Background: an optimization exercise with open tools, aiming at small area, a short achievable clock period and few clock cycles. Do not read the settings as production practice. Function was checked by simulation only, so behaviour that the tests miss may differ from the original. Power figures rest on the tool's default switching activity, not on a simulated workload.

job 101:
Design control, start of the top module:
module control#(parameter m=3, w=220, h=220)(
    input rstn,clk,ready,
    input [(m*m)-1:0] kernel,
    output wire [15:0] img_addr,
    output wire img_rd,
    input [7:0] img_data,
    output wire res_valid,
    output wire [15:0] res_addr,
    output wire [7:0] out,
    output wire finish
    );
For scale: roughly 780 cells after synthesis, ~250 flip-flops.
export LEC_CHECK = 0
export CAP_MARGIN = 20
export CORE_MARGIN = 2
export CORE_UTILIZATION = 25
export SLEW_MARGIN = 20
create_clock -name core_clock -period 13.0 [get_ports {clk}]
standard.sh (not shown) runs the stock make flow with config.mk's settings and CLKGATE_MAP_FILE= SYNTH_SCRIPT=/design/flow/synth_recipe.tcl, a recipe that flattens the netlist after the stock synthesis.
==> flow/flow/run.sh <==
#!/bin/bash
# Standard ORFS layout (the standard.sh, unchanged synthesis), with
# buf_2 port buffers and a smaller clock tree.
set -euo pipefail
export BUFFER_PORTS_ARGS="-buffer_cell sky130_fd_sc_hd__buf_2"
export CTS_ARGS="-sink_clustering_enable -repair_clock_nets -root_buf sky130_fd_sc_hd__clkbuf_16 -buf_list {sky130_fd_sc_hd__clkbuf_8 sky130_fd_sc_hd__clkbuf_16} -sink_clustering_size 30 -sink_clustering_max_diameter 100 -dont_use_dummy_load"
export SETUP_SLACK_MARGIN=9.3
bash standard.sh > standard.log 2>&1
Testbench counts of job 101, summed over its fixed seeds: cycles 392,466.
Input changes introduced in job 102 (baseline for comparison: job 101):
- CORE_UTILIZATION now 60, was 25
### Flow results
[job 102 vs job 101] total die area: lower in job 102. Compared with job 101, job 102 shows share of total power consumed by net switching higher by 0.19 points. In job 102 relative to job 101, first-pass GRT wire length had gone down slightly. Job 102 did not stop at any stage, and its layout met the timing, DRC and antenna checks. Comparing job 101 and job 102, area occupied by multi-input gates is lower on job 101. Cell area sits lower in job 102 than in job 101. Taking job 101 as the reference, in job 102 signal arrival time at the worst endpoint moved up; final cell count went down. Post-detailed-route DRC marker count: job 101 vs job 102 identical. Core utilization | job 102 above job 101. Job 102 against job 101; die extent in x is down by more than a quarter.
Input changes introduced in job 103 (baseline for comparison: job 102):
- CORE_UTILIZATION changed from 60 to 40
==> comparison <==
Cmp job 103 and job 102 / final weighted congestion in routability-driven placement / lower: job 103
Relative to job 102, average detailed-routed wire length per instance decreased by 12% in job 103.
Measured against each other, job 103 and job 102 differ in final core utilization, the lower figure coming from job 103.
Compared with job 102, job 103 ends up with a larger final cell area.
For job 103 and job 102, there was not a single run that failed to finish clean.
Summary of job 103 over job 102: simple-gate share of the synthesized area now sits at about the same level; worst hold margin +0.0072 ns; part of the power in registers did not really move.
When the final numbers for job 103 and job 102 were put side by side, the critical path data arrival time turned out to be smaller in job 103.
Between job 103 and job 102, it is job 103 whose cell count is higher, by 125.
A beginning of the critical path of ra[8] is what job 103 shows, while ra[3] belongs to job 102.

control, a different RTL version from the one above (not shown whole).
Size in the first run: ~250 flip-flops, roughly 63 I/O pins, roughly 9100 sq um of cells after synthesis.
clock: 13.0 ns
lec_check: 0
cap_margin: 20
core_margin: 2
core_utilization: 40
gpl_timing_driven: 1
slew_margin: 20
Scripts as last shown in full above: flow/flow/run.sh
Testbench counts at the start, summed over its fixed seeds: cycles 391,812.
==> next run, changes <==
- GPL_TIMING_DRIVEN: 1 -> unset
- PLACE_DENSITY: unset -> 0.75
Setup slack loses 0.0071 ns.
Clock power barely changes.
Utilization barely changes.
Die area is unchanged.
Total power is higher slightly.
Wire length hardly moves.
Worst hold slack loses 0.064 ns.
==> next run, changes <==
- PLACE_DENSITY: 0.75 -> unset
Outcome:
- global-route usage came out higher by 0.12 points
- setup slack gets better by 0.0071 ns
- first-iteration DRC count goes down by about 0.9%
- area after synthesis stays the same
- clock skew falls by 0.055 ns
- worst hold slack is better by 0.064 ns
- routed wire length is about the same
- power decreases by 0.72%
- count of clock-buffer cells in the layout is unchanged
- clock power is about the same
- non-clock buffer count grows by 2

[afterwards: timing with drivers on the ports]
In the flow no input, the clock included, has a driving cell. The finished layouts below were timed again as built, in two steps. Step 1 sets driving cells, clkbuf_16 on the clock port and buf_2 on the other inputs (assumed; they add their load-dependent delay and slew). Step 2, shift: input delay + t, output delay - t, t = (earliest + latest rising clock arrival at the registers) / 2. This alone moves slack from input paths to output paths. Slacks: ideal ports / drivers / drivers and shift; pairs: ideal ports / drivers.
| run | t, ns | slack for setup (ns) | latest minus earliest clock arrival (ns) | slew at the worst register clock pin (ns) | worst data-port slew with drivers (ns) |
|---|---|---|---|---|---|
| job 101 | 0.503 | 9.359 / 9.312 / 9.530 | 0.075 / 0.075 | 0.12 / 0.12 | 0.05 |
| job 102 | 0.499 | 9.330 / 9.292 / 9.507 | 0.053 / 0.053 | 0.11 / 0.11 | 0.03 |
| job 103 | 0.514 | 9.370 / 9.325 / 9.512 | 0.042 / 0.043 | 0.11 / 0.11 | 0.03 |
| the first run of note 2 | 0.505 | 9.361 / 9.318 / 9.480 | 0.028 / 0.028 | 0.11 / 0.11 | 0.04 |
| the second run of note 2 | 0.494 | 9.354 / 9.309 / 9.434 | 0.086 / 0.087 | 0.11 / 0.11 | 0.05 |
| the third run of note 2 | 0.505 | 9.361 / 9.318 / 9.480 | 0.028 / 0.028 | 0.11 / 0.11 | 0.04 |
After both steps every run listed still meets setup and hold.
